From an optimization exercise on the open Yosys and OpenROAD flow, aimed at small area; shortcuts taken in it are not production practice. The RTL was checked by simulation tests, not by an equivalence proof against the original design.

[flow/flow/run.sh]
#!/bin/bash
# Layout: the standard flow (standard.sh), except that the buffer put on
# every input and output port is the smallest buffer cell, and the buffers
# synthesis inserted are removed at floorplan (placement is not timing-driven;
# timing is repaired after clock tree synthesis and global routing).
# The whole output of the flow goes to standard.log; ORFS keeps each step's
# log under orfs/logs/.
set -euo pipefail
cd "$(dirname "$0")/.."
export BUFFER_PORTS_ARGS="-buffer_cell sky130_fd_sc_hd__buf_1"
export REMOVE_ABC_BUFFERS=1
bash standard.sh > standard.log 2>&1
[flow/standard.sh]
#!/bin/bash
# synth_recipe.tcl (not shown) runs the flow's synth.tcl, then flattens the netlist and writes it again
# the make line also repeats each setting of config.mk as NAME=value (left out here)
make -C /OpenROAD-flow-scripts/flow DESIGN_CONFIG=/design/flow/config.mk WORK_HOME=/design/flow/orfs CLKGATE_MAP_FILE= SYNTH_SCRIPT=/design/flow/synth_recipe.tcl "${@:-finish}"
[flow/config.mk]
export PLATFORM = sky130hd
export DESIGN_NAME = ws_conv5
export DESIGN_NICKNAME = ws_conv5
export VERILOG_FILES = /design/flow/design.v
export SDC_FILE = /design/flow/constraint.sdc
export NUM_CORES = 4
export LEC_CHECK = 0
export CAP_MARGIN = 0
export CORE_MARGIN = 2
export CORE_UTILIZATION = 60
export CTS_BUF_LIST = sky130_fd_sc_hd__clkbuf_16
export CTS_CLUSTER_DIAMETER = 120
export CTS_CLUSTER_SIZE = 25
export GPL_TIMING_DRIVEN = 0
export PLACE_DENSITY = 0.72
export SLEW_MARGIN = 0
export SYNTH_HIERARCHICAL = 1
[flow/constraint.sdc]
create_clock -name core_clock -period 9.5 [get_ports {sys_clk}]
set_input_delay 1.9000 -clock core_clock [delete_from_list [all_inputs] [get_ports {sys_clk}]]
set_output_delay 1.9000 -clock core_clock [all_outputs]
set_load 0.01 [all_outputs]
[flow/design.v]
`timescale 1ns / 1ps
module ws_conv5(
    input sys_clk,
    input en,
    input load_w,
    input clr,
    input [10:0] w11, w12, w13, w14, w15,
    input [10:0] w21, w22, w23, w24, w25,
    input [10:0] w31, w32, w33, w34, w35,
    input [10:0] w41, w42, w43, w44, w45,
    input [10:0] w51, w52, w53, w54, w55,
    input [10:0] bias,
    input [10:0] x1, x2, x3, x4, x5,
    output reg [10:0] acc_out
    );
    wire [10:0] win [0:24];
    assign win[0] = w11; assign win[1] = w12; assign win[2] = w13; assign win[3] = w14; assign win[4] = w15;
    assign win[5] = w21; assign win[6] = w22; assign win[7] = w23; assign win[8] = w24; assign win[9] = w25;
    assign win[10] = w31; assign win[11] = w32; assign win[12] = w33; assign win[13] = w34; assign win[14] = w35;
    assign win[15] = w41; assign win[16] = w42; assign win[17] = w43; assign win[18] = w44; assign win[19] = w45;
    assign win[20] = w51; assign win[21] = w52; assign win[22] = w53; assign win[23] = w54; assign win[24] = w55;
    wire [10:0] xin [0:4];
    assign xin[0] = x1; assign xin[1] = x2; assign xin[2] = x3; assign xin[3] = x4; assign xin[4] = x5;
    wire step = en & ~load_w;
    reg [10:0] wc [0:24];     
    reg [10:0] wt [0:24];     
    reg [10:0] b;             
    reg [10:0] f [0:4][0:3];  
    reg [10:0] sa [0:4];      
    reg [10:0] sb [0:4];      
    wire [10:0] wsm [0:24];
    genvar gi;
    generate
        for (gi = 0; gi < 25; gi = gi + 1) begin : cv
            wire [10:0] v = win[gi];
            wire [9:1] tk;
            nand2m n1(.a(v[10]), .b(v[0]), .y(tk[1]));
            wire m2;
            nand2m a2(.a(v[10]), .b(v[1]), .y(m2));
            nand2m b2(.a(tk[1]), .b(m2), .y(tk[2]));
            a21oim a3(.a(v[10]), .b(v[2]), .c(tk[2]), .y(tk[3]));
            wire m4;
            nand2m a4(.a(v[10]), .b(v[3]), .y(m4));
            nand2m b4(.a(tk[3]), .b(m4), .y(tk[4]));
            a21oim a5(.a(v[10]), .b(v[4]), .c(tk[4]), .y(tk[5]));
            wire m6;
            nand2m a6(.a(v[10]), .b(v[5]), .y(m6));
            nand2m b6(.a(tk[5]), .b(m6), .y(tk[6]));
            a21oim a7(.a(v[10]), .b(v[6]), .c(tk[6]), .y(tk[7]));
            wire m8;
            nand2m a8(.a(v[10]), .b(v[7]), .y(m8));
            nand2m b8(.a(tk[7]), .b(m8), .y(tk[8]));
            a21oim a9(.a(v[10]), .b(v[8]), .c(tk[8]), .y(tk[9]));
            wire r1;
            xnor2m x1(.a(v[1]), .b(tk[1]), .y(r1));
            wire r2;
            xor2m x2(.a(v[2]), .b(tk[2]), .y(r2));
            wire r3;
            xnor2m x3(.a(v[3]), .b(tk[3]), .y(r3));
            wire r4;
            xor2m x4(.a(v[4]), .b(tk[4]), .y(r4));
            wire r5;
            xnor2m x5(.a(v[5]), .b(tk[5]), .y(r5));
            wire r6;
            xor2m x6(.a(v[6]), .b(tk[6]), .y(r6));
            wire r7;
            xnor2m x7(.a(v[7]), .b(tk[7]), .y(r7));
            wire r8;
            xor2m x8(.a(v[8]), .b(tk[8]), .y(r8));
            wire r9;
            xnor2m x9(.a(v[9]), .b(tk[9]), .y(r9));
            assign wsm[gi] = {v[10], r9, r8, r7, r6, r5, r4, r3, r2, r1, v[0]};
        end
    endgenerate
    integer i, r, c;
    always @(posedge sys_clk) begin
        if (en) begin
            b <= bias;
            for (i = 0; i < 25; i = i + 1)
                wc[i] <= wsm[i];
        end
        if (load_w)
            for (i = 0; i < 25; i = i + 1)
                wt[i] <= wc[i];
    end
    wire [10:0] rsa [0:4];
    wire [10:0] rsb [0:4];
    genvar gr, gc;
    generate
        for (gr = 0; gr < 5; gr = gr + 1) begin : row
            wire [10:0] pc [0:4];    
            wire [4:0] pci;          
            for (gc = 0; gc < 5; gc = gc + 1) begin : col
                wire [10:0] wv = wt[gr*5+gc];
                wire [10:0] xv;
                wire [10:0] c;
                wire cin;
                assign pc[gc] = c;
                assign pci[gc] = cin;
                if (gc == 0) begin : p
                    assign xv = xin[gr];
                wire t1 = ~(wv[0] & xv[0]);
                wire t2 = ~(wv[0] & xv[1]);
                wire t3 = ~(wv[0] & xv[2]);
                wire t4 = ~(wv[0] & xv[3]);
                wire t5 = ~(wv[0] & xv[4]);
                wire t6 = ~(wv[0] & xv[5]);
                wire t7 = ~(wv[0] & xv[6]);
                wire t8 = ~(wv[0] & xv[7]);
                wire t9 = ~(wv[0] & xv[8]);
                wire t10 = ~(wv[0] & xv[9]);
                wire t11 = ~(wv[1] & xv[0]);
                wire t12 = ~(wv[1] & xv[1]);
                wire t13 = ~(wv[1] & xv[2]);
                wire t14 = ~(wv[1] & xv[3]);
                wire t15 = ~(wv[1] & xv[4]);
                wire t16 = ~(wv[1] & xv[5]);
                wire t17 = ~(wv[1] & xv[6]);
                wire t18 = ~(wv[1] & xv[7]);
                wire t19 = ~(wv[1] & xv[8]);
                wire t20 = ~(wv[1] & xv[9]);
                wire t21 = ~(wv[2] & xv[0]);
                wire t22 = ~(wv[2] & xv[1]);
                wire t23 = ~(wv[2] & xv[2]);
                wire t24 = ~(wv[2] & xv[3]);
                wire t25 = ~(wv[2] & xv[4]);
                wire t26 = ~(wv[2] & xv[5]);
                wire t27 = ~(wv[2] & xv[6]);
                wire t28 = ~(wv[2] & xv[7]);
                wire t29 = ~(wv[2] & xv[8]);
                wire t30 = ~(wv[2] & xv[9]);
                wire t31 = ~(wv[3] & xv[0]);
                wire t32 = ~(wv[3] & xv[1]);
                wire t33 = ~(wv[3] & xv[2]);
                wire t34 = ~(wv[3] & xv[3]);
                wire t35 = ~(wv[3] & xv[4]);
                wire t36 = ~(wv[3] & xv[5]);
                wire t37 = ~(wv[3] & xv[6]);
                wire t38 = ~(wv[3] & xv[7]);
                wire t39 = ~(wv[3] & xv[8]);
                wire t40 = ~(wv[3] & xv[9]);
                wire t41 = ~(wv[4] & xv[0]);
                wire t42 = ~(wv[4] & xv[1]);
                wire t43 = ~(wv[4] & xv[2]);
                wire t44 = ~(wv[4] & xv[3]);
                wire t45 = ~(wv[4] & xv[4]);
                wire t46 = ~(wv[4] & xv[5]);
                wire t47 = ~(wv[4] & xv[6]);
                wire t48 = ~(wv[4] & xv[7]);
                wire t49 = ~(wv[4] & xv[8]);
                wire t50 = ~(wv[4] & xv[9]);
                wire t51 = ~(wv[5] & xv[0]);
                wire t52 = ~(wv[5] & xv[1]);
                wire t53 = ~(wv[5] & xv[2]);
                wire t54 = ~(wv[5] & xv[3]);
                wire t55 = ~(wv[5] & xv[4]);
                wire t56 = ~(wv[5] & xv[5]);
                wire t57 = ~(wv[5] & xv[6]);
                wire t58 = ~(wv[5] & xv[7]);
                wire t59 = ~(wv[5] & xv[8]);
                wire t60 = ~(wv[5] & xv[9]);
                wire t61 = ~(wv[6] & xv[0]);
                wire t62 = ~(wv[6] & xv[1]);
                wire t63 = ~(wv[6] & xv[2]);
                wire t64 = ~(wv[6] & xv[3]);
                wire t65 = ~(wv[6] & xv[4]);
                wire t66 = ~(wv[6] & xv[5]);
                wire t67 = ~(wv[6] & xv[6]);
                wire t68 = ~(wv[6] & xv[7]);
                wire t69 = ~(wv[6] & xv[8]);
                wire t70 = ~(wv[6] & xv[9]);
                wire t71 = ~(wv[7] & xv[0]);
                wire t72 = ~(wv[7] & xv[1]);
                wire t73 = ~(wv[7] & xv[2]);
                wire t74 = ~(wv[7] & xv[3]);
                wire t75 = ~(wv[7] & xv[4]);
                wire t76 = ~(wv[7] & xv[5]);
                wire t77 = ~(wv[7] & xv[6]);
                wire t78 = ~(wv[7] & xv[7]);
                wire t79 = ~(wv[7] & xv[8]);
                wire t80 = ~(wv[7] & xv[9]);
                wire t81 = ~(wv[8] & xv[0]);
                wire t82 = ~(wv[8] & xv[1]);
                wire t83 = ~(wv[8] & xv[2]);
                wire t84 = ~(wv[8] & xv[3]);
                wire t85 = ~(wv[8] & xv[4]);
                wire t86 = ~(wv[8] & xv[5]);
                wire t87 = ~(wv[8] & xv[6]);
                wire t88 = ~(wv[8] & xv[7]);
                wire t89 = ~(wv[8] & xv[8]);
                wire t90 = ~(wv[9] & xv[0]);
                wire t91 = ~(wv[9] & xv[1]);
                wire t92 = ~(wv[9] & xv[2]);
                wire t93 = ~(wv[9] & xv[3]);
                wire t94 = ~(wv[9] & xv[4]);
                wire t95 = ~(wv[9] & xv[5]);
                wire t96 = ~(wv[9] & xv[6]);
                wire t97 = ~(wv[9] & xv[7]);
                wire t98, t99;
                xnor2m ut98(.a(t3), .b(t12), .y(t98));
                or2m ut99(.a(t3), .b(t12), .y(t99));
                wire t100, t101;
                fa ut100(.a(t4), .b(t13), .c(t22), .s(t100), .co(t101));
                wire t102, t103;
                xnor2m ut102(.a(t31), .b(t99), .y(t102));
                or2m ut103(.a(t31), .b(t99), .y(t103));
                wire t104, t105;
                fa ut104(.a(t5), .b(t14), .c(t23), .s(t104), .co(t105));
                wire t106, t107;
                fa ut106(.a(t32), .b(t41), .c(t101), .s(t106), .co(t107));
                wire t108, t109;
                xnor2m ut108(.a(t103), .b(t104), .y(t108));
                or2m ut109(.a(t103), .b(t104), .y(t109));
                wire t110, t111;
                fa ut110(.a(t6), .b(t15), .c(t24), .s(t110), .co(t111));
                wire t112, t113;
                fa ut112(.a(t33), .b(t42), .c(t51), .s(t112), .co(t113));
                wire t114, t115;
                fa ut114(.a(t105), .b(t110), .c(t112), .s(t114), .co(t115));
                wire t116, t117;
                xnor2m ut116(.a(t109), .b(t107), .y(t116));
                or2m ut117(.a(t109), .b(t107), .y(t117));
                wire t118, t119;
                fa ut118(.a(t7), .b(t16), .c(t25), .s(t118), .co(t119));
                wire t120, t121;
                fa ut120(.a(t34), .b(t43), .c(t52), .s(t120), .co(t121));
                wire t122, t123;
                fa ut122(.a(t61), .b(t111), .c(t113), .s(t122), .co(t123));
                wire t124, t125;
                fa ut124(.a(t118), .b(t120), .c(t115), .s(t124), .co(t125));
                wire t126, t127;
                xnor2m ut126(.a(t122), .b(t117), .y(t126));
                or2m ut127(.a(t122), .b(t117), .y(t127));
                wire t128, t129;
                fa ut128(.a(t8), .b(t17), .c(t26), .s(t128), .co(t129));
                wire t130, t131;
                fa ut130(.a(t35), .b(t44), .c(t53), .s(t130), .co(t131));
                wire t132, t133;
                fa ut132(.a(t62), .b(t71), .c(t119), .s(t132), .co(t133));
                wire t134, t135;
                fa ut134(.a(t121), .b(t128), .c(t130), .s(t134), .co(t135));
                wire t136, t137;
                fa ut136(.a(t123), .b(t132), .c(t134), .s(t136), .co(t137));
                wire t138, t139;
                xnor2m ut138(.a(t127), .b(t125), .y(t138));
                or2m ut139(.a(t127), .b(t125), .y(t139));
                wire t140, t141;
                fa ut140(.a(t9), .b(t18), .c(t27), .s(t140), .co(t141));
                wire t142, t143;
                fa ut142(.a(t36), .b(t45), .c(t54), .s(t142), .co(t143));
                wire t144, t145;
                fa ut144(.a(t63), .b(t72), .c(t81), .s(t144), .co(t145));
                wire t146, t147;
                fa ut146(.a(t129), .b(t131), .c(t140), .s(t146), .co(t147));
                wire t148, t149;
                fa ut148(.a(t142), .b(t144), .c(t133), .s(t148), .co(t149));
                wire t150, t151;
                fa ut150(.a(t135), .b(t146), .c(t148), .s(t150), .co(t151));
                wire t152, t153;
                xnor2m ut152(.a(t137), .b(t139), .y(t152));
                or2m ut153(.a(t137), .b(t139), .y(t153));
                wire t154, t155;
                fa ut154(.a(t10), .b(t19), .c(t28), .s(t154), .co(t155));
                wire t156, t157;
                fa ut156(.a(t37), .b(t46), .c(t55), .s(t156), .co(t157));
                wire t158, t159;
                fa ut158(.a(t64), .b(t73), .c(t82), .s(t158), .co(t159));
                wire t160, t161;
                fa ut160(.a(t90), .b(t141), .c(t143), .s(t160), .co(t161));
                wire t162, t163;
                fa ut162(.a(t145), .b(t154), .c(t156), .s(t162), .co(t163));
                wire t164, t165;
                fa ut164(.a(t158), .b(t147), .c(t160), .s(t164), .co(t165));
                wire t166, t167;
                fa ut166(.a(t162), .b(t149), .c(t164), .s(t166), .co(t167));
                wire t168, t169;
                xnor2m ut168(.a(t151), .b(t153), .y(t168));
                or2m ut169(.a(t151), .b(t153), .y(t169));
                wire t170, t171;
                fa ut170(.a(t20), .b(t29), .c(t38), .s(t170), .co(t171));
                wire t172, t173;
                fa ut172(.a(t47), .b(t56), .c(t65), .s(t172), .co(t173));
                wire t174, t175;
                fa ut174(.a(t74), .b(t83), .c(t91), .s(t174), .co(t175));
                wire t176, t177;
                fa ut176(.a(t155), .b(t157), .c(t159), .s(t176), .co(t177));
                wire t178, t179;
                fa ut178(.a(t170), .b(t172), .c(t174), .s(t178), .co(t179));
                wire t180, t181;
                fa ut180(.a(t161), .b(t163), .c(t176), .s(t180), .co(t181));
                wire t182, t183;
                fa ut182(.a(t178), .b(t165), .c(t180), .s(t182), .co(t183));
                wire t184, t185;
                xnor2m ut184(.a(t167), .b(t182), .y(t184));
                or2m ut185(.a(t167), .b(t182), .y(t185));
                wire t186, t187;
                fa ut186(.a(t30), .b(t39), .c(t48), .s(t186), .co(t187));
                wire t188, t189;
                fa ut188(.a(t57), .b(t66), .c(t75), .s(t188), .co(t189));
                wire t190, t191;
                fa ut190(.a(t84), .b(t92), .c(t171), .s(t190), .co(t191));
                wire t192, t193;
                fa ut192(.a(t173), .b(t175), .c(t186), .s(t192), .co(t193));
                wire t194, t195;
                fa ut194(.a(t188), .b(t177), .c(t179), .s(t194), .co(t195));
                wire t196, t197;
                fa ut196(.a(t190), .b(t192), .c(t181), .s(t196), .co(t197));
                wire t198, t199;
                fa ut198(.a(t194), .b(t183), .c(t196), .s(t198), .co(t199));
                wire t200, t201;
                fa ut200(.a(t40), .b(t49), .c(t58), .s(t200), .co(t201));
                wire t202, t203;
                fa ut202(.a(t67), .b(t76), .c(t85), .s(t202), .co(t203));
                wire t204, t205;
                fa ut204(.a(t93), .b(t187), .c(t189), .s(t204), .co(t205));
                wire t206, t207;
                fa ut206(.a(t200), .b(t202), .c(t191), .s(t206), .co(t207));
                wire t208, t209;
                fa ut208(.a(t193), .b(t204), .c(t195), .s(t208), .co(t209));
                wire t210, t211;
                fa ut210(.a(t206), .b(t197), .c(t208), .s(t210), .co(t211));
                wire t212, t213;
                fa ut212(.a(t50), .b(t59), .c(t68), .s(t212), .co(t213));
                wire t214, t215;
                fa ut214(.a(t77), .b(t86), .c(t94), .s(t214), .co(t215));
                wire t216, t217;
                fa ut216(.a(t201), .b(t203), .c(t212), .s(t216), .co(t217));
                wire t218, t219;
                fa ut218(.a(t214), .b(t205), .c(t216), .s(t218), .co(t219));
                wire t220, t221;
                fa ut220(.a(t207), .b(t218), .c(t209), .s(t220), .co(t221));
                wire t222, t223;
                fa ut222(.a(t60), .b(t69), .c(t78), .s(t222), .co(t223));
                wire t224, t225;
                fa ut224(.a(t87), .b(t95), .c(t213), .s(t224), .co(t225));
                wire t226, t227;
                fa ut226(.a(t215), .b(t222), .c(t217), .s(t226), .co(t227));
                wire t228, t229;
                fa ut228(.a(t224), .b(t219), .c(t226), .s(t228), .co(t229));
                wire t230, t231;
                fa ut230(.a(t70), .b(t79), .c(t88), .s(t230), .co(t231));
                wire t232, t233;
                fa ut232(.a(t96), .b(t223), .c(t230), .s(t232), .co(t233));
                wire t234, t235;
                fa ut234(.a(t225), .b(t232), .c(t227), .s(t234), .co(t235));
                wire t236, t237;
                fa ut236(.a(t80), .b(t89), .c(t97), .s(t236), .co(t237));
                wire t238, t239;
                fa ut238(.a(t231), .b(t236), .c(t233), .s(t238), .co(t239));
                wire t240, t241;
                xnor2m ut240(.a(t2), .b(t11), .y(t240));
                or2m ut241(.a(t2), .b(t11), .y(t241));
                wire t242, t243;
                fa ut242(.a(t21), .b(t241), .c(t98), .s(t242), .co(t243));
                wire t244, t245;
                fa ut244(.a(t100), .b(t102), .c(t243), .s(t244), .co(t245));
                wire t246, t247;
                fa ut246(.a(t108), .b(t106), .c(t245), .s(t246), .co(t247));
                wire t248, t249;
                fa ut248(.a(t114), .b(t116), .c(t247), .s(t248), .co(t249));
                wire t250, t251;
                fa ut250(.a(t126), .b(t124), .c(t249), .s(t250), .co(t251));
                wire t252, t253;
                fa ut252(.a(t136), .b(t138), .c(t251), .s(t252), .co(t253));
                wire t254, t255;
                fa ut254(.a(t150), .b(t152), .c(t253), .s(t254), .co(t255));
                wire t256, t257;
                fa ut256(.a(t166), .b(t168), .c(t255), .s(t256), .co(t257));
                wire t258, t259;
                fa ut258(.a(t169), .b(t184), .c(t257), .s(t258), .co(t259));
                wire t260, t261;
                fa ut260(.a(t185), .b(t198), .c(t259), .s(t260), .co(t261));
                wire t262, t263;
                fa ut262(.a(t199), .b(t210), .c(t261), .s(t262), .co(t263));
                wire t264, t265;
                fa ut264(.a(t211), .b(t220), .c(t263), .s(t264), .co(t265));
                wire t266, t267;
                fa ut266(.a(t228), .b(t221), .c(t265), .s(t266), .co(t267));
                wire t268, t269;
                xnor2m ut268(.a(t229), .b(t234), .y(t268));
                or2m ut269(.a(t229), .b(t234), .y(t269));
                wire t270 = t235 ^ t238 ^ t269;
                wire t271, t272;
                ha ut271(.a(t229), .b(t234), .s(t271), .co(t272));
                wire t273 = t235 ^ t238 ^ t272;
                wire t274 = t267 ? t268 : t271;
                wire t275 = t267 ? t270 : t273;
                wire [9:0] t = {~t275, ~t274, ~t266, ~t264, ~t262, ~t260, ~t258, ~t256, ~t254, ~t252};
                wire sg = wv[10] ^ xv[10];
                wire lowz = t1 & t240 & t242 & t244 & t246 & t248 & t250;
                assign cin = sg & (lowz | ~|t);
                assign c = {sg, t ^ {10{sg}}};
                end else begin : q
                    assign xv = f[gr][gc-1];
                wire t1 = ~(wv[0] & xv[0]);
                wire t2 = ~(wv[0] & xv[1]);
                wire t3 = ~(wv[0] & xv[2]);
                wire t4 = ~(wv[0] & xv[3]);
                wire t5 = ~(wv[0] & xv[4]);
                wire t6 = ~(wv[0] & xv[5]);
                wire t7 = ~(wv[0] & xv[6]);
                wire t8 = ~(wv[0] & xv[7]);
                wire t9 = ~(wv[0] & xv[8]);
                wire t10 = ~(wv[0] & xv[9]);
                wire t11 = ~(wv[1] & xv[0]);
                wire t12 = ~(wv[1] & xv[1]);
                wire t13 = ~(wv[1] & xv[2]);
                wire t14 = ~(wv[1] & xv[3]);
                wire t15 = ~(wv[1] & xv[4]);
                wire t16 = ~(wv[1] & xv[5]);
                wire t17 = ~(wv[1] & xv[6]);
                wire t18 = ~(wv[1] & xv[7]);
                wire t19 = ~(wv[1] & xv[8]);
                wire t20 = ~(wv[1] & xv[9]);
                wire t21 = ~(wv[2] & xv[0]);
                wire t22 = ~(wv[2] & xv[1]);
                wire t23 = ~(wv[2] & xv[2]);
                wire t24 = ~(wv[2] & xv[3]);
                wire t25 = ~(wv[2] & xv[4]);
                wire t26 = ~(wv[2] & xv[5]);
                wire t27 = ~(wv[2] & xv[6]);
                wire t28 = ~(wv[2] & xv[7]);
                wire t29 = ~(wv[2] & xv[8]);
                wire t30 = ~(wv[2] & xv[9]);
                wire t31 = ~(wv[3] & xv[0]);
                wire t32 = ~(wv[3] & xv[1]);
                wire t33 = ~(wv[3] & xv[2]);
                wire t34 = ~(wv[3] & xv[3]);
                wire t35 = ~(wv[3] & xv[4]);
                wire t36 = ~(wv[3] & xv[5]);
                wire t37 = ~(wv[3] & xv[6]);
                wire t38 = ~(wv[3] & xv[7]);
                wire t39 = ~(wv[3] & xv[8]);
                wire t40 = ~(wv[3] & xv[9]);
                wire t41 = ~(wv[4] & xv[0]);
                wire t42 = ~(wv[4] & xv[1]);
                wire t43 = ~(wv[4] & xv[2]);
                wire t44 = ~(wv[4] & xv[3]);
                wire t45 = ~(wv[4] & xv[4]);
                wire t46 = ~(wv[4] & xv[5]);
                wire t47 = ~(wv[4] & xv[6]);
                wire t48 = ~(wv[4] & xv[7]);
                wire t49 = ~(wv[4] & xv[8]);
                wire t50 = ~(wv[4] & xv[9]);
                wire t51 = ~(wv[5] & xv[0]);
                wire t52 = ~(wv[5] & xv[1]);
                wire t53 = ~(wv[5] & xv[2]);
                wire t54 = ~(wv[5] & xv[3]);
                wire t55 = ~(wv[5] & xv[4]);
                wire t56 = ~(wv[5] & xv[5]);
                wire t57 = ~(wv[5] & xv[6]);
                wire t58 = ~(wv[5] & xv[7]);
                wire t59 = ~(wv[5] & xv[8]);
                wire t60 = ~(wv[5] & xv[9]);
                wire t61 = ~(wv[6] & xv[0]);
                wire t62 = ~(wv[6] & xv[1]);
                wire t63 = ~(wv[6] & xv[2]);
                wire t64 = ~(wv[6] & xv[3]);
                wire t65 = ~(wv[6] & xv[4]);
                wire t66 = ~(wv[6] & xv[5]);
                wire t67 = ~(wv[6] & xv[6]);
                wire t68 = ~(wv[6] & xv[7]);
                wire t69 = ~(wv[6] & xv[8]);
                wire t70 = ~(wv[6] & xv[9]);
                wire t71 = ~(wv[7] & xv[0]);
                wire t72 = ~(wv[7] & xv[1]);
                wire t73 = ~(wv[7] & xv[2]);
                wire t74 = ~(wv[7] & xv[3]);
                wire t75 = ~(wv[7] & xv[4]);
                wire t76 = ~(wv[7] & xv[5]);
                wire t77 = ~(wv[7] & xv[6]);
                wire t78 = ~(wv[7] & xv[7]);
                wire t79 = ~(wv[7] & xv[8]);
                wire t80 = ~(wv[7] & xv[9]);
                wire t81 = ~(wv[8] & xv[0]);
                wire t82 = ~(wv[8] & xv[1]);
                wire t83 = ~(wv[8] & xv[2]);
                wire t84 = ~(wv[8] & xv[3]);
                wire t85 = ~(wv[8] & xv[4]);
                wire t86 = ~(wv[8] & xv[5]);
                wire t87 = ~(wv[8] & xv[6]);
                wire t88 = ~(wv[8] & xv[7]);
                wire t89 = ~(wv[8] & xv[8]);
                wire t90 = ~(wv[9] & xv[0]);
                wire t91 = ~(wv[9] & xv[1]);
                wire t92 = ~(wv[9] & xv[2]);
                wire t93 = ~(wv[9] & xv[3]);
                wire t94 = ~(wv[9] & xv[4]);
                wire t95 = ~(wv[9] & xv[5]);
                wire t96 = ~(wv[9] & xv[6]);
                wire t97 = ~(wv[9] & xv[7]);
                wire t98, t99;
                xnor2m ut98(.a(t2), .b(t11), .y(t98));
                or2m ut99(.a(t2), .b(t11), .y(t99));
                wire t100, t101;
                fa ut100(.a(t3), .b(t12), .c(t21), .s(t100), .co(t101));
                wire t102, t103;
                xnor2m ut102(.a(t99), .b(t100), .y(t102));
                or2m ut103(.a(t99), .b(t100), .y(t103));
                wire t104, t105;
                fa ut104(.a(t4), .b(t13), .c(t22), .s(t104), .co(t105));
                wire t106, t107;
                fa ut106(.a(t31), .b(t101), .c(t104), .s(t106), .co(t107));
                wire t108, t109;
                xnor2m ut108(.a(t103), .b(t106), .y(t108));
                or2m ut109(.a(t103), .b(t106), .y(t109));
                wire t110, t111;
                fa ut110(.a(t5), .b(t14), .c(t23), .s(t110), .co(t111));
                wire t112, t113;
                fa ut112(.a(t32), .b(t41), .c(t105), .s(t112), .co(t113));
                wire t114, t115;
                fa ut114(.a(t110), .b(t112), .c(t107), .s(t114), .co(t115));
                wire t116, t117;
                xnor2m ut116(.a(t109), .b(t114), .y(t116));
                or2m ut117(.a(t109), .b(t114), .y(t117));
                wire t118, t119;
                fa ut118(.a(t6), .b(t15), .c(t24), .s(t118), .co(t119));
                wire t120, t121;
                fa ut120(.a(t33), .b(t42), .c(t51), .s(t120), .co(t121));
                wire t122, t123;
                fa ut122(.a(t111), .b(t118), .c(t120), .s(t122), .co(t123));
                wire t124, t125;
                fa ut124(.a(t113), .b(t122), .c(t115), .s(t124), .co(t125));
                wire t126, t127;
                xnor2m ut126(.a(t117), .b(t124), .y(t126));
                or2m ut127(.a(t117), .b(t124), .y(t127));
                wire t128, t129;
                fa ut128(.a(t7), .b(t16), .c(t25), .s(t128), .co(t129));
                wire t130, t131;
                fa ut130(.a(t34), .b(t43), .c(t52), .s(t130), .co(t131));
                wire t132, t133;
                fa ut132(.a(t61), .b(t119), .c(t121), .s(t132), .co(t133));
                wire t134, t135;
                fa ut134(.a(t128), .b(t130), .c(t132), .s(t134), .co(t135));
                wire t136, t137;
                fa ut136(.a(t123), .b(t134), .c(t125), .s(t136), .co(t137));
                wire t138, t139;
                xnor2m ut138(.a(t127), .b(t136), .y(t138));
                or2m ut139(.a(t127), .b(t136), .y(t139));
                wire t140, t141;
                fa ut140(.a(t8), .b(t17), .c(t26), .s(t140), .co(t141));
                wire t142, t143;
                fa ut142(.a(t35), .b(t44), .c(t53), .s(t142), .co(t143));
                wire t144, t145;
                fa ut144(.a(t62), .b(t71), .c(t129), .s(t144), .co(t145));
                wire t146, t147;
                fa ut146(.a(t131), .b(t140), .c(t142), .s(t146), .co(t147));
                wire t148, t149;
                fa ut148(.a(t133), .b(t144), .c(t146), .s(t148), .co(t149));
                wire t150, t151;
                fa ut150(.a(t135), .b(t148), .c(t137), .s(t150), .co(t151));
                wire t152, t153;
                xnor2m ut152(.a(t139), .b(t150), .y(t152));
                or2m ut153(.a(t139), .b(t150), .y(t153));
                wire t154, t155;
                fa ut154(.a(t9), .b(t18), .c(t27), .s(t154), .co(t155));
                wire t156, t157;
                fa ut156(.a(t36), .b(t45), .c(t54), .s(t156), .co(t157));
                wire t158, t159;
                fa ut158(.a(t63), .b(t72), .c(t81), .s(t158), .co(t159));
                wire t160, t161;
                fa ut160(.a(t141), .b(t143), .c(t154), .s(t160), .co(t161));
                wire t162, t163;
                fa ut162(.a(t156), .b(t158), .c(t145), .s(t162), .co(t163));
                wire t164, t165;
                fa ut164(.a(t147), .b(t160), .c(t162), .s(t164), .co(t165));
                wire t166, t167;
                fa ut166(.a(t149), .b(t164), .c(t151), .s(t166), .co(t167));
                wire t168, t169;
                xnor2m ut168(.a(t153), .b(t166), .y(t168));
                or2m ut169(.a(t153), .b(t166), .y(t169));
                wire t170, t171;
                fa ut170(.a(t10), .b(t19), .c(t28), .s(t170), .co(t171));
                wire t172, t173;
                fa ut172(.a(t37), .b(t46), .c(t55), .s(t172), .co(t173));
                wire t174, t175;
                fa ut174(.a(t64), .b(t73), .c(t82), .s(t174), .co(t175));
                wire t176, t177;
                fa ut176(.a(t90), .b(t155), .c(t157), .s(t176), .co(t177));
                wire t178, t179;
                fa ut178(.a(t159), .b(t170), .c(t172), .s(t178), .co(t179));
                wire t180, t181;
                fa ut180(.a(t174), .b(t176), .c(t161), .s(t180), .co(t181));
                wire t182, t183;
                fa ut182(.a(t178), .b(t163), .c(t180), .s(t182), .co(t183));
                wire t184, t185;
                fa ut184(.a(t165), .b(t182), .c(t167), .s(t184), .co(t185));
                wire t186, t187;
                xnor2m ut186(.a(t169), .b(t184), .y(t186));
                or2m ut187(.a(t169), .b(t184), .y(t187));
                wire t188, t189;
                fa ut188(.a(t20), .b(t29), .c(t38), .s(t188), .co(t189));
                wire t190, t191;
                fa ut190(.a(t47), .b(t56), .c(t65), .s(t190), .co(t191));
                wire t192, t193;
                fa ut192(.a(t74), .b(t83), .c(t91), .s(t192), .co(t193));
                wire t194, t195;
                fa ut194(.a(t171), .b(t173), .c(t175), .s(t194), .co(t195));
                wire t196, t197;
                fa ut196(.a(t188), .b(t190), .c(t192), .s(t196), .co(t197));
                wire t198, t199;
                fa ut198(.a(t177), .b(t194), .c(t179), .s(t198), .co(t199));
                wire t200, t201;
                fa ut200(.a(t196), .b(t181), .c(t198), .s(t200), .co(t201));
                wire t202, t203;
                fa ut202(.a(t183), .b(t200), .c(t185), .s(t202), .co(t203));
                wire t204, t205;
                xnor2m ut204(.a(t187), .b(t202), .y(t204));
                or2m ut205(.a(t187), .b(t202), .y(t205));
                wire t206, t207;
                fa ut206(.a(t30), .b(t39), .c(t48), .s(t206), .co(t207));
                wire t208, t209;
                fa ut208(.a(t57), .b(t66), .c(t75), .s(t208), .co(t209));
                wire t210, t211;
                fa ut210(.a(t84), .b(t92), .c(t189), .s(t210), .co(t211));
                wire t212, t213;
                fa ut212(.a(t191), .b(t193), .c(t206), .s(t212), .co(t213));
                wire t214, t215;
                fa ut214(.a(t208), .b(t195), .c(t210), .s(t214), .co(t215));
                wire t216, t217;
                fa ut216(.a(t197), .b(t212), .c(t199), .s(t216), .co(t217));
                wire t218, t219;
                fa ut218(.a(t214), .b(t201), .c(t216), .s(t218), .co(t219));
                wire t220, t221;
                fa ut220(.a(t218), .b(t203), .c(t205), .s(t220), .co(t221));
                wire t222, t223;
                fa ut222(.a(t40), .b(t49), .c(t58), .s(t222), .co(t223));
                wire t224, t225;
                fa ut224(.a(t67), .b(t76), .c(t85), .s(t224), .co(t225));
                wire t226, t227;
                fa ut226(.a(t93), .b(t207), .c(t209), .s(t226), .co(t227));
                wire t228, t229;
                fa ut228(.a(t222), .b(t224), .c(t211), .s(t228), .co(t229));
                wire t230, t231;
                fa ut230(.a(t226), .b(t213), .c(t215), .s(t230), .co(t231));
                wire t232, t233;
                fa ut232(.a(t228), .b(t217), .c(t230), .s(t232), .co(t233));
                wire t234, t235;
                fa ut234(.a(t219), .b(t232), .c(t221), .s(t234), .co(t235));
                wire t236, t237;
                fa ut236(.a(t50), .b(t59), .c(t68), .s(t236), .co(t237));
                wire t238, t239;
                fa ut238(.a(t77), .b(t86), .c(t94), .s(t238), .co(t239));
                wire t240, t241;
                fa ut240(.a(t223), .b(t225), .c(t236), .s(t240), .co(t241));
                wire t242, t243;
                fa ut242(.a(t238), .b(t227), .c(t240), .s(t242), .co(t243));
                wire t244, t245;
                fa ut244(.a(t229), .b(t242), .c(t231), .s(t244), .co(t245));
                wire t246, t247;
                fa ut246(.a(t233), .b(t244), .c(t235), .s(t246), .co(t247));
                wire t248, t249;
                fa ut248(.a(t60), .b(t69), .c(t78), .s(t248), .co(t249));
                wire t250, t251;
                fa ut250(.a(t87), .b(t95), .c(t237), .s(t250), .co(t251));
                wire t252, t253;
                fa ut252(.a(t239), .b(t248), .c(t250), .s(t252), .co(t253));
                wire t254, t255;
                fa ut254(.a(t241), .b(t243), .c(t252), .s(t254), .co(t255));
                wire t256, t257;
                fa ut256(.a(t254), .b(t245), .c(t247), .s(t256), .co(t257));
                wire t258, t259;
                fa ut258(.a(t70), .b(t79), .c(t88), .s(t258), .co(t259));
                wire t260, t261;
                fa ut260(.a(t96), .b(t249), .c(t258), .s(t260), .co(t261));
                wire t262, t263;
                fa ut262(.a(t251), .b(t260), .c(t253), .s(t262), .co(t263));
                wire t264, t265;
                fa ut264(.a(t255), .b(t262), .c(t257), .s(t264), .co(t265));
                wire t266, t267;
                fa ut266(.a(t80), .b(t89), .c(t97), .s(t266), .co(t267));
                wire t268, t269;
                fa ut268(.a(t259), .b(t266), .c(t261), .s(t268), .co(t269));
                wire t270, t271;
                fa ut270(.a(t268), .b(t263), .c(t265), .s(t270), .co(t271));
                wire [9:0] t = {~t270, ~t264, ~t256, ~t246, ~t234, ~t220, ~t204, ~t186, ~t168, ~t152};
                wire sg = wv[10] ^ xv[10];
                wire lowz = t1 & t98 & t102 & t108 & t116 & t126 & t138;
                assign cin = sg & (lowz | ~|t);
                assign c = {sg, t ^ {10{sg}}};
                end
            end
            if (gr == 0) begin : r0
            wire t1, t2;
            fa ut1(.a(b[0]), .b(pc[1][0]), .c(pc[2][0]), .s(t1), .co(t2));
            wire t3, t4;
            fa ut3(.a(pc[3][0]), .b(pc[4][0]), .c(t1), .s(t3), .co(t4));
            wire t5, t6;
            fa ut5(.a(t3), .b(pc[0][0]), .c(pci[1]), .s(t5), .co(t6));
            wire t7, t8;
            fa ut7(.a(pci[2]), .b(pci[3]), .c(pci[4]), .s(t7), .co(t8));
            wire t9, t10;
            ha ut9(.a(t5), .b(t7), .s(t9), .co(t10));
            wire t11, t12;
            fa ut11(.a(b[1]), .b(pc[1][1]), .c(pc[2][1]), .s(t11), .co(t12));
            wire t13, t14;
            fa ut13(.a(pc[3][1]), .b(pc[4][1]), .c(t2), .s(t13), .co(t14));
            wire t15, t16;
            fa ut15(.a(t11), .b(t4), .c(t13), .s(t15), .co(t16));
            wire t17, t18;
            fa ut17(.a(t15), .b(pc[0][1]), .c(t6), .s(t17), .co(t18));
            wire t19, t20;
            ha ut19(.a(t8), .b(t10), .s(t19), .co(t20));
            wire t21, t22;
            fa ut21(.a(b[2]), .b(pc[1][2]), .c(pc[2][2]), .s(t21), .co(t22));
            wire t23, t24;
            fa ut23(.a(pc[3][2]), .b(pc[4][2]), .c(t12), .s(t23), .co(t24));
            wire t25, t26;
            fa ut25(.a(t14), .b(t21), .c(t23), .s(t25), .co(t26));
            wire t27, t28;
            fa ut27(.a(t16), .b(t25), .c(pc[0][2]), .s(t27), .co(t28));
            wire t29, t30;
            ha ut29(.a(t27), .b(t18), .s(t29), .co(t30));
            wire t31, t32;
            fa ut31(.a(b[3]), .b(pc[1][3]), .c(pc[2][3]), .s(t31), .co(t32));
            wire t33, t34;
            fa ut33(.a(pc[3][3]), .b(pc[4][3]), .c(t22), .s(t33), .co(t34));
            wire t35, t36;
            fa ut35(.a(t24), .b(t26), .c(t31), .s(t35), .co(t36));
            wire t37, t38;
            fa ut37(.a(t33), .b(t35), .c(pc[0][3]), .s(t37), .co(t38));
            wire t39, t40;
            ha ut39(.a(t28), .b(t37), .s(t39), .co(t40));
            wire t41, t42;
            fa ut41(.a(b[4]), .b(pc[1][4]), .c(pc[2][4]), .s(t41), .co(t42));
            wire t43, t44;
            fa ut43(.a(pc[3][4]), .b(pc[4][4]), .c(t32), .s(t43), .co(t44));
            wire t45, t46;
            fa ut45(.a(t34), .b(t36), .c(t41), .s(t45), .co(t46));
            wire t47, t48;
            fa ut47(.a(t43), .b(t45), .c(pc[0][4]), .s(t47), .co(t48));
            wire t49, t50;
            ha ut49(.a(t38), .b(t40), .s(t49), .co(t50));
            wire t51, t52;
            fa ut51(.a(b[5]), .b(pc[1][5]), .c(pc[2][5]), .s(t51), .co(t52));
            wire t53, t54;
            fa ut53(.a(pc[3][5]), .b(pc[4][5]), .c(t42), .s(t53), .co(t54));
            wire t55, t56;
            fa ut55(.a(t44), .b(t46), .c(t51), .s(t55), .co(t56));
            wire t57, t58;
            fa ut57(.a(t53), .b(t55), .c(pc[0][5]), .s(t57), .co(t58));
            wire t59, t60;
            ha ut59(.a(t48), .b(t50), .s(t59), .co(t60));
            wire t61, t62;
            fa ut61(.a(b[6]), .b(pc[1][6]), .c(pc[2][6]), .s(t61), .co(t62));
            wire t63, t64;
            fa ut63(.a(pc[3][6]), .b(pc[4][6]), .c(t52), .s(t63), .co(t64));
            wire t65, t66;
            fa ut65(.a(t54), .b(t56), .c(t61), .s(t65), .co(t66));
            wire t67, t68;
            fa ut67(.a(t63), .b(t65), .c(t60), .s(t67), .co(t68));
            wire t69, t70;
            ha ut69(.a(pc[0][6]), .b(t58), .s(t69), .co(t70));
            wire t71, t72;
            fa ut71(.a(b[7]), .b(pc[1][7]), .c(pc[2][7]), .s(t71), .co(t72));
            wire t73, t74;
            fa ut73(.a(pc[3][7]), .b(pc[4][7]), .c(t62), .s(t73), .co(t74));
            wire t75, t76;
            fa ut75(.a(t64), .b(t66), .c(t71), .s(t75), .co(t76));
            wire t77, t78;
            fa ut77(.a(t73), .b(t75), .c(t70), .s(t77), .co(t78));
            wire t79, t80;
            ha ut79(.a(t68), .b(pc[0][7]), .s(t79), .co(t80));
            wire t81, t82;
            fa ut81(.a(b[8]), .b(pc[1][8]), .c(pc[2][8]), .s(t81), .co(t82));
            wire t83, t84;
            fa ut83(.a(pc[3][8]), .b(pc[4][8]), .c(t72), .s(t83), .co(t84));
            wire t85, t86;
            fa ut85(.a(t74), .b(t76), .c(t81), .s(t85), .co(t86));
            wire t87, t88;
            fa ut87(.a(t83), .b(t85), .c(t78), .s(t87), .co(t88));
            wire t89, t90;
            ha ut89(.a(t80), .b(pc[0][8]), .s(t89), .co(t90));
            wire t91, t92;
            fa ut91(.a(b[9]), .b(pc[1][9]), .c(pc[2][9]), .s(t91), .co(t92));
            wire t93, t94;
            fa ut93(.a(pc[3][9]), .b(pc[4][9]), .c(t82), .s(t93), .co(t94));
            wire t95, t96;
            fa ut95(.a(t84), .b(t86), .c(t91), .s(t95), .co(t96));
            wire t97, t98;
            fa ut97(.a(t93), .b(t95), .c(pc[0][9]), .s(t97), .co(t98));
            wire t99, t100;
            ha ut99(.a(t90), .b(t88), .s(t99), .co(t100));
            wire t101, t102;
            fa ut101(.a(b[10]), .b(pc[0][10]), .c(pc[1][10]), .s(t101), .co(t102));
            wire t103, t104;
            fa ut103(.a(pc[2][10]), .b(pc[3][10]), .c(pc[4][10]), .s(t103), .co(t104));
            wire t105, t106;
            fa ut105(.a(t101), .b(t103), .c(t92), .s(t105), .co(t106));
            wire t107, t108;
            fa ut107(.a(t94), .b(t96), .c(t105), .s(t107), .co(t108));
            wire t109, t110;
            ha ut109(.a(t107), .b(t98), .s(t109), .co(t110));
            assign rsa[gr] = {t100, t97, t87, t77, t67, t57, t47, t30, t20, t17, pci[0]};
            assign rsb[gr] = {t109, t99, t89, t79, t69, t59, t49, t39, t29, t19, t9};
            end else begin : rn
            wire t1, t2;
            fa ut1(.a(sa[gr-1][0]), .b(sb[gr-1][0]), .c(pc[1][0]), .s(t1), .co(t2));
            wire t3, t4;
            fa ut3(.a(pc[2][0]), .b(pc[3][0]), .c(pc[4][0]), .s(t3), .co(t4));
            wire t5, t6;
            fa ut5(.a(t1), .b(t3), .c(pc[0][0]), .s(t5), .co(t6));
            wire t7, t8;
            fa ut7(.a(t5), .b(pci[1]), .c(pci[2]), .s(t7), .co(t8));
            wire t9, t10;
            fa ut9(.a(pci[3]), .b(pci[4]), .c(t7), .s(t9), .co(t10));
            wire t11, t12;
            fa ut11(.a(sa[gr-1][1]), .b(sb[gr-1][1]), .c(pc[1][1]), .s(t11), .co(t12));
            wire t13, t14;
            fa ut13(.a(pc[2][1]), .b(pc[3][1]), .c(pc[4][1]), .s(t13), .co(t14));
            wire t15, t16;
            fa ut15(.a(t2), .b(t4), .c(t11), .s(t15), .co(t16));
            wire t17, t18;
            fa ut17(.a(t13), .b(t15), .c(pc[0][1]), .s(t17), .co(t18));
            wire t19, t20;
            fa ut19(.a(t6), .b(t17), .c(t8), .s(t19), .co(t20));
            wire t21, t22;
            fa ut21(.a(sa[gr-1][2]), .b(sb[gr-1][2]), .c(pc[1][2]), .s(t21), .co(t22));
            wire t23, t24;
            fa ut23(.a(pc[2][2]), .b(pc[3][2]), .c(pc[4][2]), .s(t23), .co(t24));
            wire t25, t26;
            fa ut25(.a(t12), .b(t14), .c(t16), .s(t25), .co(t26));
            wire t27, t28;
            fa ut27(.a(t21), .b(t23), .c(t25), .s(t27), .co(t28));
            wire t29, t30;
            fa ut29(.a(t27), .b(pc[0][2]), .c(t18), .s(t29), .co(t30));
            wire t31, t32;
            fa ut31(.a(sa[gr-1][3]), .b(sb[gr-1][3]), .c(pc[1][3]), .s(t31), .co(t32));
            wire t33, t34;
            fa ut33(.a(pc[2][3]), .b(pc[3][3]), .c(pc[4][3]), .s(t33), .co(t34));
            wire t35, t36;
            fa ut35(.a(t22), .b(t24), .c(t26), .s(t35), .co(t36));
            wire t37, t38;
            fa ut37(.a(t31), .b(t33), .c(t28), .s(t37), .co(t38));
            wire t39, t40;
            fa ut39(.a(t35), .b(t37), .c(pc[0][3]), .s(t39), .co(t40));
            wire t41, t42;
            fa ut41(.a(sa[gr-1][4]), .b(sb[gr-1][4]), .c(pc[1][4]), .s(t41), .co(t42));
            wire t43, t44;
            fa ut43(.a(pc[2][4]), .b(pc[3][4]), .c(pc[4][4]), .s(t43), .co(t44));
            wire t45, t46;
            fa ut45(.a(t32), .b(t34), .c(t36), .s(t45), .co(t46));
            wire t47, t48;
            fa ut47(.a(t41), .b(t43), .c(t38), .s(t47), .co(t48));
            wire t49, t50;
            fa ut49(.a(t45), .b(t47), .c(pc[0][4]), .s(t49), .co(t50));
            wire t51, t52;
            fa ut51(.a(sa[gr-1][5]), .b(sb[gr-1][5]), .c(pc[1][5]), .s(t51), .co(t52));
            wire t53, t54;
            fa ut53(.a(pc[2][5]), .b(pc[3][5]), .c(pc[4][5]), .s(t53), .co(t54));
            wire t55, t56;
            fa ut55(.a(t42), .b(t44), .c(t46), .s(t55), .co(t56));
            wire t57, t58;
            fa ut57(.a(t51), .b(t53), .c(t48), .s(t57), .co(t58));
            wire t59, t60;
            fa ut59(.a(t55), .b(t57), .c(pc[0][5]), .s(t59), .co(t60));
            wire t61, t62;
            fa ut61(.a(sa[gr-1][6]), .b(sb[gr-1][6]), .c(pc[1][6]), .s(t61), .co(t62));
            wire t63, t64;
            fa ut63(.a(pc[2][6]), .b(pc[3][6]), .c(pc[4][6]), .s(t63), .co(t64));
            wire t65, t66;
            fa ut65(.a(t52), .b(t54), .c(t56), .s(t65), .co(t66));
            wire t67, t68;
            fa ut67(.a(t61), .b(t63), .c(t58), .s(t67), .co(t68));
            wire t69, t70;
            fa ut69(.a(t65), .b(t67), .c(pc[0][6]), .s(t69), .co(t70));
            wire t71, t72;
            fa ut71(.a(sa[gr-1][7]), .b(sb[gr-1][7]), .c(pc[1][7]), .s(t71), .co(t72));
            wire t73, t74;
            fa ut73(.a(pc[2][7]), .b(pc[3][7]), .c(pc[4][7]), .s(t73), .co(t74));
            wire t75, t76;
            fa ut75(.a(t62), .b(t64), .c(t66), .s(t75), .co(t76));
            wire t77, t78;
            fa ut77(.a(t71), .b(t73), .c(t68), .s(t77), .co(t78));
            wire t79, t80;
            fa ut79(.a(t75), .b(t77), .c(t70), .s(t79), .co(t80));
            wire t81, t82;
            fa ut81(.a(sa[gr-1][8]), .b(sb[gr-1][8]), .c(pc[1][8]), .s(t81), .co(t82));
            wire t83, t84;
            fa ut83(.a(pc[2][8]), .b(pc[3][8]), .c(pc[4][8]), .s(t83), .co(t84));
            wire t85, t86;
            fa ut85(.a(t72), .b(t74), .c(t76), .s(t85), .co(t86));
            wire t87, t88;
            fa ut87(.a(t81), .b(t83), .c(t78), .s(t87), .co(t88));
            wire t89, t90;
            fa ut89(.a(t85), .b(pc[0][8]), .c(t87), .s(t89), .co(t90));
            wire t91, t92;
            fa ut91(.a(sa[gr-1][9]), .b(sb[gr-1][9]), .c(pc[1][9]), .s(t91), .co(t92));
            wire t93, t94;
            fa ut93(.a(pc[2][9]), .b(pc[3][9]), .c(pc[4][9]), .s(t93), .co(t94));
            wire t95, t96;
            fa ut95(.a(t82), .b(t84), .c(t86), .s(t95), .co(t96));
            wire t97, t98;
            fa ut97(.a(t91), .b(t93), .c(t88), .s(t97), .co(t98));
            wire t99, t100;
            fa ut99(.a(t95), .b(pc[0][9]), .c(t97), .s(t99), .co(t100));
            wire t101, t102;
            fa ut101(.a(sa[gr-1][10]), .b(sb[gr-1][10]), .c(pc[0][10]), .s(t101), .co(t102));
            wire t103, t104;
            fa ut103(.a(pc[1][10]), .b(pc[2][10]), .c(pc[3][10]), .s(t103), .co(t104));
            wire t105, t106;
            fa ut105(.a(pc[4][10]), .b(t101), .c(t103), .s(t105), .co(t106));
            wire t107, t108;
            fa ut107(.a(t105), .b(t92), .c(t94), .s(t107), .co(t108));
            wire t109, t110;
            fa ut109(.a(t96), .b(t107), .c(t98), .s(t109), .co(t110));
            assign rsa[gr] = {t100, t90, t80, pc[0][7], t60, t50, t40, t30, t20, t10, pci[0]};
            assign rsb[gr] = {t109, t99, t89, t79, t69, t59, t49, t39, t29, t19, t9};
            end
        end
    endgenerate
    wire [10:0] acc_d;
    wire t1, t2;
    ha ut1(.a(sa[4][0]), .b(sb[4][0]), .s(t1), .co(t2));
    wire t3, t4;
    fa ut3(.a(sa[4][1]), .b(sb[4][1]), .c(t2), .s(t3), .co(t4));
    wire t5, t6;
    fa ut5(.a(sa[4][2]), .b(sb[4][2]), .c(t4), .s(t5), .co(t6));
    wire t7, t8;
    fa ut7(.a(sa[4][3]), .b(sb[4][3]), .c(t6), .s(t7), .co(t8));
    wire t9, t10;
    fa ut9(.a(sa[4][4]), .b(sb[4][4]), .c(t8), .s(t9), .co(t10));
    wire t11, t12;
    fa ut11(.a(sa[4][5]), .b(sb[4][5]), .c(t10), .s(t11), .co(t12));
    wire t13, t14;
    fa ut13(.a(sa[4][6]), .b(sb[4][6]), .c(t12), .s(t13), .co(t14));
    wire t15, t16;
    fa ut15(.a(sa[4][7]), .b(sb[4][7]), .c(t14), .s(t15), .co(t16));
    wire t17, t18;
    fa ut17(.a(sa[4][8]), .b(sb[4][8]), .c(t16), .s(t17), .co(t18));
    wire t19, t20;
    fa ut19(.a(sa[4][9]), .b(sb[4][9]), .c(t18), .s(t19), .co(t20));
    wire t21, t22;
    fa ut21(.a(sa[4][10]), .b(sb[4][10]), .c(t20), .s(t21), .co(t22));
    assign acc_d = {t21, t19, t17, t15, t13, t11, t9, t7, t5, t3, t1};
    always @(posedge sys_clk) begin
        if (step) begin
            for (r = 0; r < 5; r = r + 1) begin
                sa[r] <= rsa[r];
                sb[r] <= rsb[r];
                f[r][0] <= xin[r];
                for (c = 1; c < 4; c = c + 1)
                    f[r][c] <= f[r][c-1];
            end
        end
        acc_out <= clr ? 11'd0 : acc_d;
    end
endmodule
module nand2m(input a, input b, output y);
    assign y = ~(a & b);
endmodule
module a21oim(input a, input b, input c, output y);
    assign y = ~((a & b) | c);
endmodule
module xor2m(input a, input b, output y);
    assign y = a ^ b;
endmodule
module fa(input a, input b, input c, output s, output co);
    assign s = a ^ b ^ c;
    assign co = (a & b) | (a & c) | (b & c);
endmodule
module xnor2m(input a, input b, output y);
    assign y = ~(a ^ b);
endmodule
module or2m(input a, input b, output y);
    assign y = a | b;
endmodule
module ha(input a, input b, output s, output co);
    assign s = a ^ b;
    assign co = a & b;
endmodule
==> run notes <==
cells in the mapped netlist:
cell type                     n
sky130_fd_sc_hd__o21a_1      25
sky130_fd_sc_hd__buf_4       25
sky130_fd_sc_hd__dfxtp_1     11
sky130_fd_sc_hd__clkbuf_1   451
sky130_fd_sc_hd__nor2b_1     12
sky130_fd_sc_hd__nor4b_1      3
sky130_fd_sc_hd__mux2i_1     10
sky130_fd_sc_hd__ha_1        17
sky130_fd_sc_hd__nand4_1     75
sky130_fd_sc_hd__nor3_1      20
sky130_fd_sc_hd__nand2_1   2670
sky130_fd_sc_hd__fa_1      2189
sky130_fd_sc_hd__edfxtp_1   891
sky130_fd_sc_hd__or2_1      255
sky130_fd_sc_hd__a21oi_2    100
sky130_fd_sc_hd__nor4_1       2
sky130_fd_sc_hd__a211oi_1    25
sky130_fd_sc_hd__xor2_1     135
sky130_fd_sc_hd__buf_1       50
sky130_fd_sc_hd__xnor2_1    630
cell families after synthesis:
logic type,Yosys count
muxes,10
buffers and inverters,526
DFF,902
adders and majority gates,2206
xor gates and xnor gates,765
AOI/OAI and AO/OA,150
and+or+nand+nor,3037
final cells by class:
type / instances / area (um^2)
Multi-Input combinational cell: 6168 / 64800
Clock buffer: 47 / 1180
Timing Repair Buffer: 635 / 3920
Sequential cell: 902 / 27000
Clock inverter: 21 / 203
Fill cell: 11357 / 54800
Antenna cell: 13 / 32.5
Tap cell: 2044 / 2560
repair_timing:
item | CTS | global route
endpoints found under the setup margin | 10 | 14
cloned | 0 | 0
hold buffers | 0 | 0
gates resized for setup | 8 | 44
pin swaps | 0 | 20
setup buffers | 80 | 168
worst min-delay path by stage:
stage                         start         to  slack [ps]
after floorplan            wc[0][0]   wt[0][0]         400
after global placement     wc[1][7]   wt[1][7]         400
after detailed placement   wc[0][4]   wt[0][4]         400
after CTS                 wc[20][4]  wt[20][4]         410
after global routing      wc[24][1]  wt[24][1]         420
final                      wc[7][8]   wt[7][8]         410
per-module statistics from Yosys (local to each module, per instance):
module | flip-flops and latches | cells inside | cell area, um^2
ws_conv5 | 902 | 4330 | 41900
xnor2m | 0 | 1 | 8.76
or2m | 0 | 1 | 6.26
xor2m | 0 | 1 | 8.76
ha | 0 | 1 | 12.5
fa | 0 | 1 | 20.0
a21oim | 0 | 1 | 8.76
nand2m | 0 | 1 | 3.75
per-stage QoR:
step | instances
after global routing | 9825
final | 9830
after floorplan | 7070
after CTS | 9648
after global placement | 9469
after detailed placement | 9500
per-layer routing:
metal | vias up | track usage, %
met5 | - | 0
met3 | 413 | 4.35
met1 | 29846 | 36.7
met2 | 2484 | 46.6
li1 | 23850 | -
met4 | 24 | 10.4
sequential cells by signal, indices dropped and copies added, names as in the netlist:
signal	cells
acc_out	11
b	11
f	220
sa	55
sb	55
wc	275
wt	275
==> qor.tcl <==
set qor(dr.max_layer_used) {met5}
set qor(timing.max_slew.rel_slack_pct) 10.4
set qor(worst_setup_hold_path_clk_slew_ps) 110
set qor(syn_to_final_growth_pct) 6.63
set qor(worst_hold_path.num_cells) 0
set qor(fin_worst_hold_slack_ps) 408
set qor(worstMarginPinSlew_ps) 1340
set qor(horizontal_die_dimension_um) 399
set qor(timing.clock.skew_ps) 44.6
set qor(die_area_mm2) 0.159
set qor(adder_cell_fraction_of_synth_area_pct) 47.1
set qor(cts.root.buffer_cell) {sky130_fd_sc_hd__clkbuf_16}
set qor(cts-buffers-inserted) 46
set qor(critical_path_depth) 22
set qor(hold_class) {flip-flop to flip-flop}
set qor(drt-vias-per-instance) 5.76
set qor(met2WireLength_um) 108000
set qor(met3WireLength_um) 15900
set qor(capturing_element_of_the_worst_setup_path) {sb[1][9]}
set qor(dp_hpwl_um) 166000
set qor(netlist_instances) 7596
set qor(fp.dieH_um) 399
set qor(ant_nets) 0
set qor(first_global_vias) 62336
set qor(cp_launch_type) {flip-flop}
set qor(achievable_freq_mhz) 107
set qor(period_share_pct) 98.2
set qor(path_class) {flip-flop to flip-flop}
set qor(most_common_cell_after_layout_fill_and_taps_aside) {sky130_fd_sc_hd__nand2_1}
set qor(drt_first_iter_violations) 5116
set qor(worst-r2r-cell-count) 22
set qor(post_route_cells_drive_above_1_share_pct) 6.54
set qor(htree_num_levels) 2
set qor(setup_violations) 0
set qor(worstPathArrival_ps) 9750
set qor(wl_per_cell_um) 21.6
set qor(worstSkewPairLatency_ps) 700
set qor(critical-path-max-stage-delay_ps) 530
set qor(timing.reg2reg.setup_slack_ps) 170
set qor(maxSlewViolCount) 0
set qor(ys_seq_elements) 902
set qor(grt_max_degree) 44
set qor(placed_area_mm2) 0.0959
set qor(post_synth_mux_area_share_pct) 0.107
set qor(fin_ws_ps) 171
set qor(timing.critical_path.mode_cell) {sky130_fd_sc_hd__fa_1}
set qor(postLayoutCellArea_mm2) 0.0996
set qor(core_area_mm2) 0.154
set qor(final_cell_mix) {sky130_fd_sc_hd__nand2_1 (2665), sky130_fd_sc_hd__fa_1 (2167), sky130_fd_sc_hd__edfxtp_1 (891)}
set qor(synth.cell_area_mm2) 0.0934
set qor(groute.usage.overall_pct) 27.7
set qor(ios) 356
set qor(synthDistinctLibCells) 20
set qor(remaining_drc_errors) 0
set qor(grt_pass1_wl_um) 338000
set qor(synth_compound_gate_area_share_pct) 1.34
set qor(dominant_combinational_cell_family_by_area_after_synthesis) {adder cells}
set qor(crit_path_leading_delay_family) {adder cells}
set qor(cts_sinks) 902
set qor(synth_xor_xnor_area_share_pct) 7.17
set qor(synth_sequential_area_ratio_pct) 28.9
set qor(share_of_the_synthesized_area_in_the_top_cell_type_pct) 46.9
set qor(final_core_util_pct) 64.5
set qor(reg2reg_capture_point) {sb[1][9]}
set qor(cp_max_fo) 4
set qor(tritoncts) {yes}
set qor(synth_largest_area_cell) {sky130_fd_sc_hd__fa_1}
set qor(grt_remaining_overflow) 0
set qor(initial_core_util_pct) 60.5
set qor(path_cells) {nand2_2 -> fa_1 -> fa_1 -> fa_2 -> fa_1 -> fa_1 -> fa_1 -> fa_1 -> xnor2_2 -> xnor2_2 -> fa_1 -> fa_1 -> fa_1 -> fa_2 -> fa_1 -> fa_1 -> fa_1 -> fa_1 -> fa_1 -> fa_1 -> fa_1 -> fa_1}
set qor(clock_path_buffers) 3
set qor(syn_area_per_cell_um2) 12.3
set qor(r2r_start) {wt[6][0]}
set qor(outcome) {no timing/DRC/antenna violations}
set qor(post_synth_and_or_nand_nor_area_fraction_pct) 13.2
set qor(routed_wire_length_um) 213000
set qor(final.setup.tns_ps) 0
set qor(cap_viol_max_count) 0
set qor(detailedPlace.worstSlack_ps) -322
set qor(detailroute.via_count) 56617
set qor(grt_antenna_before_repair) 24
set qor(detail_route.first_pass.iterations) 6
set qor(met1_length_um) 79700
set qor(routabilityCongestion) 0.919
set qor(worstPathBufferInverterCount) 0
set qor(setup.worst_path.end_class) {flip-flop}
set qor(synth_warnings) 17
set qor(place.port_buffers) 355
set qor(synth_area_leaders) {sky130_fd_sc_hd__fa_1 (47%), sky130_fd_sc_hd__edfxtp_1 (29%), sky130_fd_sc_hd__nand2_1 (11%)}
set qor(timing.final.crit_period_ps) 9330
set qor(crit_start) {wt[6][0]}
set qor(row_count) 144
set qor(final_net_count) 10304
set qor(finalHoldViolations) 0
set qor(worstPathRequired_ps) 9920
set qor(crit_path_top_delay_cell) {sky130_fd_sc_hd__fa_1}

re-timing with driven ports:
Ports are ideal in the flow. The routed layout listed here was re-timed in OpenROAD. Step 1 assumes that a clkbuf_16 drives the clock port and a buf_2 every other input. Step 2 adds t to the input delays and takes it off the output delays; t is the mean of the earliest and latest rising clock arrival at the registers after step 1. Input paths then give back, and output paths get back, about the clock's delay inside the block. Slacks: ideal ports / drivers / drivers and shift; pairs: ideal ports / drivers.
shift t [ns]: 0.772
slack for setup (ns): 0.171 / 0.171 / -0.373
worst setup path after step 2: input to register
clock arrival spread, ns: 0.048 / 0.049
pins driven straight from the clock port: 1
With both steps, setup timing fails in this run, where it was met with ideal ports. For this run, drivers alone change the setup slack by 0.000 ns; drivers and shift together by -0.544 ns.
